What follows belongs to an exercise in optimizing a design on an open flow for small area and few clock cycles; a production flow would make more cautious choices. The RTL was checked by simulation tests, not by an equivalence proof against the original design. Power is estimated from default activity; no workload was simulated.

==> design.v <==
module c6502
(
    input               clock,
    input               ce,
    input               reset_n,
    output reg  [15:0]  address,
    input       [ 7:0]  in,
    output      [ 7:0]  out,
    output              we
);
localparam [3:0]
    F   = 4'd0,      
    FA  = 4'd1,      
    OP1 = 4'd2,      
    OP2 = 4'd3,      
    IP1 = 4'd4,      
    IP2 = 4'd5,      
    DAT = 4'd6,      
    BR  = 4'd7,      
    BRH = 4'd8,      
    PSH = 4'd9,      
    PUL = 4'd10,     
    JS1 = 4'd11,     
    JS2 = 4'd12,     
    PL  = 4'd13,     
    PH  = 4'd14;     
localparam [3:0]
    LA = 4'd0, LX = 4'd1, LY = 4'd2, LS = 4'd3, LP = 4'd4,
    LPL = 4'd5, LPH = 4'd6, L0 = 4'd7, LFF = 4'd8;
localparam [1:0] RIN = 2'd0, RNOT = 2'd1, R00 = 2'd2, RFF = 2'd3;
localparam [1:0] C0 = 2'd0, C1 = 2'd1, CC = 2'd2, CT_ = 2'd3;
localparam [2:0] OSUM = 3'd0, OAND = 3'd1, OOR = 3'd2, OEOR = 3'd3, OSL = 3'd4, OSR = 3'd5;
reg [7:0] A, X, Y, S, IR, ABL, ABH, PCL, PCH;
reg       N, V, D, I, Z, C, CT;
reg [3:0] st;
wire [8:0] sum;
wire       cout;
wire isF = (st == F) | (st == FA);
wire [7:0] op = isF ? in : IR;
wire [2:0] aaa = op[7:5];
wire [2:0] bbb = op[4:2];
wire [1:0] cc  = op[1:0];
reg [3:0] e_l;
reg [1:0] e_r, e_c;
reg [2:0] e_o;
reg e_wA, e_wX, e_wY, e_wS, e_nz, e_wC, e_wV, e_bit, e_mem;
reg e_fC, e_fI, e_fD, e_fV;
always @* begin
    e_l = L0; e_r = R00; e_c = C0; e_o = OOR;
    e_wA = 0; e_wX = 0; e_wY = 0; e_wS = 0; e_nz = 0; e_wC = 0; e_wV = 0;
    e_bit = 0; e_mem = 0; e_fC = 0; e_fI = 0; e_fD = 0; e_fV = 0;
    case (cc)
    2'b01: case (aaa)
        3'd0: begin e_l = LA; e_r = RIN; e_o = OOR;  e_wA = 1; e_nz = 1; end
        3'd1: begin e_l = LA; e_r = RIN; e_o = OAND; e_wA = 1; e_nz = 1; end
        3'd2: begin e_l = LA; e_r = RIN; e_o = OEOR; e_wA = 1; e_nz = 1; end
        3'd3: begin e_l = LA; e_r = RIN; e_c = CC; e_o = OSUM; e_wA = 1; e_nz = 1; e_wC = 1; e_wV = 1; end
        3'd4: begin e_l = LA; e_mem = 1; end
        3'd5: begin e_r = RIN; e_wA = 1; e_nz = 1; end
        3'd6: begin e_l = LA; e_r = RNOT; e_c = C1; e_o = OSUM; e_wA = 1; e_nz = 1; e_wC = 1; end
        3'd7: begin e_l = LA; e_r = RNOT; e_c = CC; e_o = OSUM; e_wA = 1; e_nz = 1; e_wC = 1; e_wV = 1; end
    endcase
    2'b10: case (aaa)
        3'd0, 3'd1, 3'd2, 3'd3: begin
            e_o = aaa[1] ? OSR : OSL; e_nz = 1; e_wC = 1;
            if (bbb == 3'b010) begin e_l = LA; e_wA = 1; end
            else begin e_r = RIN; e_mem = 1; end
        end
        3'd4: begin
            e_l = LX;
            if (bbb == 3'b010) begin e_wA = 1; e_nz = 1; end
            else if (bbb == 3'b110) e_wS = 1;
            else e_mem = 1;
        end
        3'd5: begin
            e_nz = 1; e_wX = 1;
            if (bbb == 3'b010) e_l = LA;
            else if (bbb == 3'b110) e_l = LS;
            else e_r = RIN;
        end
        3'd6: begin
            e_o = OSUM; e_nz = 1;
            if (bbb == 3'b010) begin e_l = LX; e_r = RFF; e_wX = 1; end
            else begin e_l = LFF; e_r = RIN; e_mem = 1; end
        end
        3'd7: begin
            if (bbb != 3'b010) begin e_r = RIN; e_c = C1; e_o = OSUM; e_nz = 1; e_mem = 1; end
        end
    endcase
    default: begin  
        if (bbb == 3'b110) case (aaa)
            3'd0, 3'd1: e_fC = 1;
            3'd2, 3'd3: e_fI = 1;
            3'd4: begin e_l = LY; e_wA = 1; e_nz = 1; end
            3'd5: e_fV = 1;
            default: e_fD = 1;
        endcase
        else if (bbb == 3'b010) case (aaa)
            3'd4: begin e_l = LY; e_r = RFF; e_o = OSUM; e_wY = 1; e_nz = 1; end
            3'd5: begin e_l = LA; e_wY = 1; e_nz = 1; end
            3'd6: begin e_l = LY; e_c = C1; e_o = OSUM; e_wY = 1; e_nz = 1; end
            default: begin e_l = LX; e_c = C1; e_o = OSUM; e_wX = 1; e_nz = 1; end
        endcase
        else case (aaa)
            3'd4: begin e_l = LY; e_mem = 1; end
            3'd5: begin e_r = RIN; e_wY = 1; e_nz = 1; end
            3'd6: begin e_l = LY; e_r = RNOT; e_c = C1; e_o = OSUM; e_nz = 1; e_wC = 1; end
            3'd7: begin e_l = LX; e_r = RNOT; e_c = C1; e_o = OSUM; e_nz = 1; e_wC = 1; end
            default: begin e_l = LA; e_r = RIN; e_o = OAND; e_bit = 1; end
        endcase
    end
    endcase
end
wire i_impl = (in[1:0] == 2'b00) ? ((in[4:2] == 3'b110) | (in[4:2] == 3'b010 & in[7]))
                                 : (~in[0] & ((in[4:2] == 3'b010) | (in[4:2] == 3'b110)));
wire i_bra  = in[4:0] == 5'b10000;
wire i_psh  = {in[7], in[5:0]} == 7'b0_001000 & ~in[5];
wire i_pul  = {in[7], in[5:0]} == 7'b0_101000;
wire i_rts  = in == 8'h60;
wire m_imm  = (IR[1:0] == 2'b01) ? (IR[4:2] == 3'b010) : (IR[4:2] == 3'b000 & IR[7]);
wire m_zp   = IR[3:2] == 2'b01;                                
wire m_ind  = IR[1:0] == 2'b01 & IR[3:2] == 2'b00;             
wire m_jsr  = IR == 8'h20;
wire m_jmp  = IR[7:6] == 2'b01 & IR[4:0] == 5'b01100;          
wire useY   = (IR[1:0] == 2'b01) ? (IR[4:2] == 3'b110)
                                 : (IR[1:0] == 2'b10 & IR[7:6] == 2'b10 & IR[4]);
wire useX   = IR[4] & ~useY & ~(IR[1:0] == 2'b01 & IR[4:2] == 3'b100) |
              (IR[1:0] == 2'b01 & IR[4:2] == 3'b000);
reg fsel;
always @* case (in[7:6])
    2'b00: fsel = N;
    2'b01: fsel = V;
    2'b10: fsel = C;
    default: fsel = Z;
endcase
wire taken = fsel == in[5];
reg [3:0] lsel;
reg [1:0] rmode, csel;
reg [2:0] osel;
reg [3:0] nst;
reg wA, wX, wY, wSr, sinc, sdec, wnz, wC, wV, bitop, plp, wm;
reg fC, fI, fD, fV;
reg pcinc, skip, wPCL, wPCH, wABL, ablinc, ablh, wABH, wIR, zpf;
reg [1:0] asel;  
always @* begin
    lsel = L0; rmode = R00; csel = C0; osel = OOR; nst = st;
    wA = 0; wX = 0; wY = 0; wSr = 0; sinc = 0; sdec = 0; wnz = 0; wC = 0; wV = 0;
    bitop = 0; plp = 0; wm = 0; fC = 0; fI = 0; fD = 0; fV = 0;
    pcinc = 0; skip = 0; wPCL = 0; wPCH = 0; wABL = 0; ablinc = 0; ablh = 0; wABH = 0;
    wIR = 0; zpf = 0; asel = 2'd0;
    case (st)
    F, FA: begin
        asel = (st == FA) ? 2'd1 : 2'd0;
        wIR = 1; pcinc = 1;
        if (i_impl) begin
            lsel = e_l; rmode = e_r; csel = e_c; osel = e_o;
            wA = e_wA; wX = e_wX; wY = e_wY; wSr = e_wS; wnz = e_nz; wC = e_wC;
            fC = e_fC; fI = e_fI; fD = e_fD; fV = e_fV;
            nst = F;
        end else if (i_bra) begin
            skip = ~taken;
            nst = taken ? BR : F;
        end else if (i_psh) nst = PSH;
        else if (i_pul) begin sinc = 1; nst = PUL; end
        else if (i_rts) begin sinc = 1; nst = PL; end
        else nst = OP1;
    end
    OP1: begin
        pcinc = 1;
        if (m_imm) begin
            lsel = e_l; rmode = e_r; csel = e_c; osel = e_o;
            wA = e_wA; wX = e_wX; wY = e_wY; wnz = e_nz; wC = e_wC; wV = e_wV; bitop = e_bit;
            nst = F;
        end else begin
            lsel = useX ? LX : useY ? LY : L0; rmode = RIN; osel = OSUM; wABL = 1;
            nst = m_jsr ? JS1 : m_ind ? IP1 : m_zp ? DAT : OP2;
        end
    end
    OP2: begin
        pcinc = 1; rmode = RIN; csel = CT_; osel = OSUM; wABH = 1;
        nst = m_jsr | IR == 8'h4C ? FA : m_jmp ? PL : DAT;
    end
    IP1: begin
        asel = 2'd1; zpf = 1;
        lsel = IR[4] ? LY : L0; rmode = RIN; osel = OSUM; wABH = 1;
        wABL = 1; ablinc = 1;
        nst = IP2;
    end
    IP2: begin
        asel = 2'd1; zpf = 1;
        rmode = RIN; csel = CT_; osel = OSUM; wABH = 1;
        wABL = 1; ablh = 1;
        nst = DAT;
    end
    DAT: begin
        asel = 2'd1; zpf = m_zp;
        lsel = e_l; rmode = e_r; csel = e_c; osel = e_o;
        wA = e_wA; wX = e_wX; wY = e_wY; wnz = e_nz; wC = e_wC; wV = e_wV; bitop = e_bit;
        wm = e_mem;
        nst = F;
    end
    BR: begin
        lsel = LPL; rmode = RIN; csel = C1; osel = OSUM; wPCL = 1;
        nst = (cout ^ in[7]) ? BRH : F;
    end
    BRH: begin
        lsel = LPH; rmode = CT ? R00 : RFF; csel = CT_; osel = OSUM; wPCH = 1;
        nst = F;
    end
    PSH: begin
        asel = 2'd2; lsel = IR[6] ? LA : LP; wm = 1; sdec = 1;
        nst = F;
    end
    PUL: begin
        asel = 2'd2; rmode = RIN;
        if (IR[6]) begin wA = 1; wnz = 1; end else plp = 1;
        nst = F;
    end
    JS1: begin
        asel = 2'd2; lsel = LPH; wm = 1; sdec = 1;
        nst = JS2;
    end
    JS2: begin
        asel = 2'd2; lsel = LPL; wm = 1; sdec = 1;
        nst = OP2;
    end
    PL: begin
        asel = IR[3] ? 2'd1 : 2'd2; rmode = RIN; csel = IR[3] ? C0 : C1; osel = OSUM; wPCL = 1;
        wABL = 1; ablinc = 1; sinc = ~IR[3];
        nst = PH;
    end
    PH: begin
        asel = IR[3] ? 2'd1 : 2'd2; rmode = RIN; csel = CT_; osel = OSUM; wPCH = 1;
        nst = F;
    end
    default: nst = F;
    endcase
end
always @* case (asel)
    2'd1:    address = {ABH & {8{~zpf}}, ABL};
    2'd2:    address = {8'h01, S};
    default: address = {PCH, PCL};
endcase
wire [15:0] ic;
assign ic[0] = ~skip;
assign ic[1] = skip | address[0];
genvar gi;
generate for (gi = 2; gi < 16; gi = gi + 1) begin : icg
    assign ic[gi] = ic[gi-1] & address[gi-1];
end endgenerate
wire [15:0] inc = address ^ ic;
reg [7:0] L;
always @* case (lsel)
    LA:  L = A;
    LX:  L = X;
    LY:  L = Y;
    LS:  L = S;
    LP:  L = {N, V, 2'b11, D, I, Z, C};
    LPL: L = PCL;
    LPH: L = PCH;
    LFF: L = 8'hFF;
    default: L = 8'h00;
endcase
reg [7:0] R;
always @* case (rmode)
    RIN:  R = in;
    RNOT: R = ~in;
    R00:  R = 8'h00;
    default: R = 8'hFF;
endcase
reg cin;
always @* case (csel)
    C0: cin = 1'b0;
    C1: cin = 1'b1;
    CC: cin = C;
    default: cin = CT;
endcase
assign sum = {1'b0, L} + {1'b0, R} + {8'd0, cin};
assign cout = sum[8];
wire [7:0] lor = L | R;
wire       sin = op[5] & C;      
reg [7:0] res;
always @* case (osel)
    OSUM: res = sum[7:0];
    OAND: res = L & R;
    OEOR: res = L ^ R;
    OSL:  res = {lor[6:0], sin};
    OSR:  res = {sin, lor[7:1]};
    default: res = lor;
endcase
wire ovf = (L[7] ~^ R[7]) & (L[7] ^ sum[7]);
wire cnew = (osel == OSL) ? lor[7] : (osel == OSR) ? lor[0] : cout;
assign out = res;
assign we  = wm;
always @(posedge clock)
if (!reset_n) begin
    st  <= F;
    PCL <= 8'h00; PCH <= 8'h00;
    A   <= 8'h80; X <= 8'hFE; Y <= 8'hDA; S <= 8'h00;
    N <= 0; V <= 1; D <= 0; I <= 0; Z <= 0; C <= 1;
end else if (ce) begin
    st <= nst;
    CT <= cout;
    if (wIR) IR <= in;
    if (wA) A <= res;
    if (wX) X <= res;
    if (wY) Y <= res;
    if (wSr) S <= res;
    else if (sinc | sdec) S <= S + {{7{sdec}}, 1'b1};
    if (pcinc) begin PCL <= inc[7:0]; PCH <= inc[15:8]; end
    if (wPCL) PCL <= res;
    if (wPCH) PCH <= res;
    if (wABL) ABL <= ablinc ? inc[7:0] : ablh ? ABH : res;
    if (wABH) ABH <= res;
    if (wnz) begin N <= res[7]; Z <= res == 8'h00; end
    if (wC) C <= cnew;
    if (wV) V <= ovf;
    if (bitop) begin N <= in[7]; V <= in[6]; Z <= res == 8'h00; end
    if (plp) begin N <= res[7]; V <= res[6]; D <= res[3]; I <= res[2]; Z <= res[1]; C <= res[0]; end
    if (fC) C <= in[5];
    if (fI) I <= in[5];
    if (fD) D <= in[5];
    if (fV) V <= 1'b0;
end
endmodule
==> run.sh <==
#!/bin/bash
# synth_recipe.tcl (not shown) runs the flow's synth.tcl, then flattens the netlist and writes it again
# the make line also repeats each setting of config.mk as NAME=value (left out here)
make -C /OpenROAD-flow-scripts/flow DESIGN_CONFIG=/design/flow/config.mk WORK_HOME=/design/flow/orfs CLKGATE_MAP_FILE= SYNTH_SCRIPT=/design/flow/synth_recipe.tcl finish
==> config.mk <==
export PLATFORM = sky130hd
export DESIGN_NAME = c6502
export DESIGN_NICKNAME = c6502
export VERILOG_FILES = /design/flow/design.v
export SDC_FILE = /design/flow/constraint.sdc
export NUM_CORES = 4
export LEC_CHECK = 0
export ABC_AREA = 1
export CAP_MARGIN = 20
export CORE_MARGIN = 2
export CORE_UTILIZATION = 40
export SLEW_MARGIN = 20
==> constraint.sdc <==
create_clock -name core_clock -period 10.0 [get_ports {clock}]
set_input_delay 2.0000 -clock core_clock [delete_from_list [all_inputs] [get_ports {clock}]]
set_output_delay 2.0000 -clock core_clock [all_outputs]
set_load 0.01 [all_outputs]
==> summary.txt, run 1 <==
- Routed wl met2: 12800 µm
- Clock latency (worst-skew pair): 350 ps
- Tmin final: 9550 ps
- Synth Area in Simple Gates: 0.311
- Hpwl dp: 21900 µm
- Kind of end point of the critical path: output port
- Post-synth ARST share: 0
- 1st-pass router iterations: 6
- Fin. Hold Viols: 0
- Seq/Total Area, Yosys: 0.249
- Nets: 1276
- Number of remaining DRC errors: 0
- Final ANT Viol Nets: 0
- Full die area: 20300 µm²
- Seq cells post-synth: 83
- Max Cap Viol: 0
- Post-synth top area share: 0.151
- Crit path required time: 8000 ps
- Class of the most critical setup path: primary input to output port
- Final Total Pwr: 1.26 mW
- Max Freq: 105 MHz
- Outcome: no timing/DRC/antenna violations
- Ys Warns: 1
- Final Max Slew Viols: 0
- Antenna violations before repair: 0
- Max Used Layer: met4
- Static Leak: 4.04 nW
- Iteration-0 DRC Markers: 912
- Via Count: 8234
- Clock skew: 9.89 ps
- Area leader, netlist: dfxtp_1
- Synth Area in Compound Gates: 0.215
- CTS root buffer: clkbuf_16
- Row cnt: 50
- Fin crit share: 0.955
- RSZ-0062 raised after global routing: false
- Finished Layout Cells: 1454
- TritonCTS Sinks: 83
- Post-Synth XOR/XNOR Area: 0.0182
- Ports: 36
- Worst Path Arrival: 7550 ps
- Share of layout cells above drive strength 1: 0.0828
- Largest family of logic cells by synthesized area: simple AND/OR/NAND/NOR gates
- Hold Crit Depth: 2
- Measured slew at the worst slew-check pin: 1070 ps
- Count leader, synth: nand2_1
- Chip height: 143 µm
- Area growth, synth to finish: 11.7%
- CTS tree: yes
- Post-synth EDFFs: 25
- Synth top cells by count: nand2_1 (235), inv_1 (188), nor2_1 (107)
- # Post-CTS Setup Buffers: 0
- CTS H-tree lvls: 3
- Net count after synthesis: 1247
- Routed WL: 28100 µm
- Met3 WL: 1740 µm
- Gp weighted congestion: 0.981
- GRT Overall Usage: 0.282
- Pin count of the biggest net entering global routing: 39
- Vias in the first global route: 7813
- Die Wd: 143 µm
- Mapped Area: 7690 µm²
- Mux share of post-synthesis cell area: 0
- Final setup violation count: 0
- Pwr/cell area: 147 nW/µm²
- Worst-path clk slew: 70 ps
- Adder-cell share of the synthesized area: 0.0843
- Synth Instances: 1186
- Ranking of synthesized cells by area: dfxtp_1 (15%), nand2_1 (11%), edfxtp_1 (9.8%)
- Starting Density: 0.410
- WL/cell: 19.3 µm
- Top FF cell, synth: dfxtp_1
- Antenna diodes: 0
- Slowest CP cell: clkdlybuf4s50_1
- Critical path launch point type: primary input
- First-pass GRT wire length: 44100 µm
- Critical Path Fanout Max: 10
- Worst Setup Slack, final: 452 ps
- Grt total ovfl: 0
- Place WS: 371 ps
- I/O Buffers: 35
- Worst path most repeated cell: nand2_1
- Netlist cell types: 52
- Via density per instance: 5.66
- Crit path largest cell delay: 550 ps
- Syn Area/Cell: 6.48 µm²
- DP Cell Count: 1437
- Total CTS buffers: 9
- M1 wire length: 12500 µm
- Worst vdd ir: 0.000113 V
- Core Box Area: 18800 µm²
- Slew HR: 0.285
- Setup TNS: 0 ps
- Clock Tree Buf Depth: 2
- Tightest Hold Check Type: flip-flop to flip-flop
- Reg2reg path depth: 37
==> repair_timing <==
item / in CTS / in global routing
hold buffers: 0 / 0
setup endpoints to repair: 0 / 4
hold endpoints to repair: 0 / 0
resized for setup: 0 / 6
==> layout make-up <==
class                      count  area, µm²
fill                        1983      10200
multi-input combinational    865       4850
sequential                    83       1910
inverter                     208        787
timing repair buffer          48        450
tap                          234        293
clock buffer                  10        229
clock inverter                 6       71.3
==> worst paths after layout <==
path / slack [ps] / from / to
setup / recovery: 450 / in[6] / out[6]
hold / removal: 460 / PCH[3] / PCH[3]
setup reg to reg: 3670 / st[3] / Z
hold reg to reg: 460 / PCH[3] / PCH[3]
==> logic make-up after synthesis <==
logic type / after synthesis
compound gates: 282
simple gates: 517
xor+xnor: 16
flops: 83
buf+inv: 238
fa+ha+maj: 50
==> cell usage in the layout (no fill, tap or decap), types with 29 or more instances in the layout <==
cell             count
nand3_1             75
a21oi_1             99
o211ai_1            29
inv_1              187
nand2_1            234
clkdlybuf4s50_1     34
nor2_1             107
ha_1                47
dfxtp_1             58
o21ai_0             84
==> worst max-delay path: cells and delay by family <==
kind                       cells  cell delay (ps)
and+or+nand+nor               16             1950
buffers and inverters          7             1570
adders and majority gates      3             1250
AOI/OAI and AO/OA              4              700
xor gates and xnor gates       1               90
==> sequential cells by signal, summed over array words and instances, names as in the netlist <==
signal and count:
D 1, I 1, PCL 8, ABH 8
A 8, IR 8, CT 1, V 1
X 8, Z 1, PCH 8, N 1
ABL 8, Y 8, S 8, C 1
st 4
==> routing by layer <==
layer,vias to the layer above,track usage
met4,0,0.103
met5,-,0
met2,332,0.461
met1,3830,0.382
li1,4011,-
met3,61,0.0342
==> where the power goes <==
group	switching [mW]	leakage (nW)	internal (mW)
sequential	0.00861	0.700	0.365
clock	0.153	0.140	0.197
combinational	0.376	3.20	0.163
total	0.538	4.04	0.724
==> metrics by stage <==
stage                     hold WS, ps  instance area, µm²  utilization
after floorplan                   440                7690            -
after global placement            449                8260        0.440
after detailed placement          454                8260        0.440
after CTS                         465                8560        0.456
after global routing              481                8590        0.458
final                             465                8590        0.458
Testbench counts, summed over its fixed seeds: cycles 84,884.
==> run 2, diff against run 1 <==
--- a/design.v
+++ b/design.v
@@ -249,18 +249,9 @@
     assign ic[gi] = ic[gi-1] & address[gi-1];
 end endgenerate
 wire [15:0] inc = address ^ ic;
-reg [7:0] L;
-always @* case (lsel)
-    LA:  L = A;
-    LX:  L = X;
-    LY:  L = Y;
-    LS:  L = S;
-    LP:  L = {N, V, 2'b11, D, I, Z, C};
-    LPL: L = PCL;
-    LPH: L = PCH;
-    LFF: L = 8'hFF;
-    default: L = 8'h00;
-endcase
+wire [7:0] L = ({8{lsel == LA}}  & A) | ({8{lsel == LX}}  & X)   | ({8{lsel == LY}} & Y) |
+               ({8{lsel == LS}}  & S) | ({8{lsel == LP}}  & {N, V, 2'b11, D, I, Z, C}) |
+               ({8{lsel == LPL}} & PCL) | ({8{lsel == LPH}} & PCH) | {8{lsel == LFF}};
 reg [7:0] R;
 always @* case (rmode)
     RIN:  R = in;
@@ -275,21 +266,24 @@
     CC: cin = C;
     default: cin = CT;
 endcase
-assign sum = {1'b0, L} + {1'b0, R} + {8'd0, cin};
-assign cout = sum[8];
-wire [7:0] lor = L | R;
+wire [7:0] p = L ^ R;
+wire [7:0] g = L & R;
+wire [8:0] c;
+assign c[0] = cin;
+generate for (gi = 0; gi < 8; gi = gi + 1) begin : acg
+    assign c[gi+1] = g[gi] | (p[gi] & c[gi]);
+end endgenerate
+assign sum  = {c[8], p ^ c[7:0]};
+assign cout = c[8];
 wire       sin = op[5] & C;      
-reg [7:0] res;
-always @* case (osel)
-    OSUM: res = sum[7:0];
-    OAND: res = L & R;
-    OEOR: res = L ^ R;
-    OSL:  res = {lor[6:0], sin};
-    OSR:  res = {sin, lor[7:1]};
-    default: res = lor;
-endcase
-wire ovf = (L[7] ~^ R[7]) & (L[7] ^ sum[7]);
-wire cnew = (osel == OSL) ? lor[7] : (osel == OSR) ? lor[0] : cout;
+wire cen  = osel == OSUM;
+wire mp   = osel != OAND;
+wire gsel = (osel == OAND) | (osel == OOR);
+wire [7:0] core = ((p & {8{mp}}) ^ (c[7:0] & {8{cen}})) | (g & {8{gsel}});
+wire [7:0] res = (osel == OSL) ? {p[6:0], sin} :
+                 (osel == OSR) ? {sin, p[7:1]} : core;
+wire ovf  = c[8] ^ c[7];
+wire cnew = (osel == OSL) ? p[7] : (osel == OSR) ? p[0] : cout;
 assign out = res;
 assign we  = wm;
 always @(posedge clock)
==> summary.txt, run 2 <==
- Hpwl dp: 21500 µm
- Worst-path clk slew: 70 ps
- Clock skew: 9.06 ps
- Area leader, netlist: dfxtp_1
- Final Max Slew Viols: 0
- Area growth, synth to finish: 13.2%
- Starting Density: 0.409
- GRT Overall Usage: 0.278
- Slew HR: 0.290
- 1st-pass router iterations: 6
- Chip height: 140 µm
- Ports: 36
- RSZ-0062 raised after global routing: false
- Pwr/cell area: 145 nW/µm²
- Final ANT Viol Nets: 0
- Place WS: 387 ps
- Tightest Hold Check Type: flip-flop to flip-flop
- Synth top cells by count: nand2_1 (219), inv_1 (181), a21oi_1 (121)
- Worst vdd ir: 0.000103 V
- Mapped Area: 7370 µm²
- Synth Instances: 1121
- Ranking of synthesized cells by area: dfxtp_1 (16%), nand2_1 (11%), edfxtp_1 (10%)
- Vias in the first global route: 7366
- Int Pwr: 737 µW
- Setup TNS: 0 ps
- Hold_ws: 466 ps
- Gp weighted congestion: 0.957
- DP Cell Count: 1375
- Tmin final: 9530 ps
- Final Total Pwr: 1.21 mW
- Commonest non-fill, non-tap cell in the layout: nand2_1
- Final setup violation count: 0
- Max Freq: 105 MHz
- CTS tree: yes
- Grt total ovfl: 0
- Measured slew at the worst slew-check pin: 1070 ps
- Antenna diodes: 0
- Fin. Hold Viols: 0
- Worst Path Arrival: 7530 ps
- CTS root buffer: clkbuf_16
- Logic pwr share: 0.385
- Post-synth EDFFs: 25
- Critical path launch point type: primary input
- Seq/Total Area, Yosys: 0.259
- Sequential share of power: 0.307
- Ys Warns: 1
- WL/cell: 19.6 µm
- Count leader, synth: nand2_1
- Area of the multi-input gates: 4600 µm²
- Via density per instance: 5.75
- Post-synth top area share: 0.158
- Seq cells post-synth: 83
- Share of layout cells above drive strength 1: 0.0861
- Slowest CP cell: clkdlybuf4s50_1
- Iteration-0 DRC Markers: 927
- Total CTS buffers: 9
- Clock Tree Buf Depth: 2
- Seq. cell area: 1910 µm²
- Critical Path Fanout Max: 8
- Crit path largest cell delay: 600 ps
- TritonCTS Sinks: 83
- Net Sw Frac: 0.393
- Number of remaining DRC errors: 0
- First-pass GRT wire length: 42400 µm
- Net count after synthesis: 1171
- Full die area: 19500 µm²
- Class of the most critical setup path: primary input to output port
- Max Cap Viol: 0
- Antenna violations before repair: 0
- Via Count: 8001
- CTS H-tree lvls: 3
- Static Leak: 3.70 nW
- Pin count of the biggest net entering global routing: 58
- Top FF cell, synth: dfxtp_1
- Die Wd: 140 µm
- Clock power frac: 0.308
- Clock latency (worst-skew pair): 350 ps
- I/O Buffers: 35
- Fin crit share: 0.953
- Post-synth ARST share: 0
- Switching Power: 477 µW
- Finished Layout Cells: 1391
- Crit path required time: 8000 ps
- Netlist cell types: 64
- Worst path most repeated cell: nand2_2
- Worst Setup Slack, final: 472 ps
- Row cnt: 49
- Outcome: no timing/DRC/antenna violations
- Kind of end point of the critical path: output port
- Most frequent cells in the layout: nand2_1 (219), inv_1 (180), a21oi_1 (121)
- Routed WL: 27300 µm
- Fillers: 1959
- Syn Area/Cell: 6.58 µm²
- Nets: 1207
- Core Box Area: 18000 µm²
run 2: cell types whose count changed in the layout (fill, tap and decap cells not counted), moves of 6 or more:
cell,before,now
o211ai_1,29,13
a211oi_1,7,1
o21ai_0,84,74
nand2_1,234,219
nand4_1,16,8
o32ai_1,0,7
nor4_1,1,10
a21oi_1,99,121
inv_1,187,180
ha_1,47,38
inv_2,15,4
nand3_1,75,48
xnor2_1,4,10
run 2: repair_timing:
action | CTS | global route
hold buffers | 0 | 0
hold endpoints to repair | 0 | 0
buffers inserted | 0 | 0
gates resized for setup | 0 | 3
setup endpoints to repair | 0 | 3
run 2: kinds of logic (layout without fill, tap and decap cells):
group / count (synthesis) / in the layout / share of synthesized area
DFF: 83 / 83 / 0.259
xor gates and xnor gates: 19 / 19 / 0.0226
adders and majority gates: 39 / 39 / 0.0672
and+or+nand+nor: 475 / 475 / 0.303
AOI/OAI and AO/OA: 286 / 286 / 0.228
buffers and inverters: 219 / 260 / 0.120
run 2: through the flow:
step	utilization	cell area, µm²
final	0.463	8340
after global placement	0.444	8000
after CTS	0.462	8330
after floorplan	-	7370
after detailed placement	0.444	8010
after global routing	0.463	8340
run 2: final timing paths:
| check | from | endpoint | slack, ps | depth (start not counted) |
|---|---|---|---|---|
| max | in[6] | out[7] | 470 | 39 |
| min reg2reg | PCL[2] | PCL[2] | 470 | 2 |
| min | PCL[2] | PCL[2] | 470 | 2 |
| max reg2reg | st[2] | PCH[7] | 2430 | 34 |
run 2: metal layers:
metal  wire length (µm)  track usage
met4                683       0.0779
met1              12400        0.401
met5                  0            0
met3               2040       0.0344
met2              12200        0.438
run 2: worst max-delay path: cells and delay by family:
| family | cells | cell delay (ps) |
|---|---|---|
| buffers and inverters | 6 | 1640 |
| AO/OA/AOI/OAI | 6 | 1140 |
| adder cells (fa/ha/maj) | 2 | 510 |
| AND/OR/NAND/NOR | 25 | 2200 |
run 2: layout make-up:
cell class | instances | area share
Tap cell | 229 | 0.0344
Inverter | 191 | 0.0876
Multi-Input combinational cell | 819 | 0.552
Timing Repair Buffer | 53 | 0.0582
Sequential cell | 83 | 0.229
Clock inverter | 7 | 0.0120
Clock buffer | 9 | 0.0270
run 2: power by group through the flow:
stage | registers (mW) | logic, mW | clock network, mW
detailed placement | 0.380 | 0.456 | 0
floorplan | 0.376 | 0.286 | 0
CTS | 0.372 | 0.458 | 0.376
global placement | 0.379 | 0.459 | 0
global route | 0.373 | 0.505 | 0.392
finish | 0.372 | 0.467 | 0.374
Testbench counts of run 2, summed over its fixed seeds: cycles 84,884.

-- port drivers added, routing unchanged --
In the flow no input, the clock included, has a driving cell. The finished layouts below were timed again as built, in two steps.
Step 1 assumes that a clkbuf_16 drives the clock port and a buf_2 every other input.
Step 2 times the ports against the registers' clock, not the clock port: input delays grow and output delays shrink by t, the midpoint of the rising clock arrivals with the driver on.
a / b / c = ideal ports / drivers / drivers and shift; a / b = the first two.
run | shift t [ns] | slack for setup (ns) | hold slack, ns | worst setup path at the end | worst slew at a driven data input, ns
run 1 | 0.392 | 0.452 / 0.430 / 0.430 | 0.465 / 0.465 / 0.465 | input to output | 0.04
run 2 | 0.394 | 0.472 / 0.450 / 0.450 | 0.466 / 0.466 / 0.466 | input to output | 0.03
After both steps every run listed still meets setup and hold.
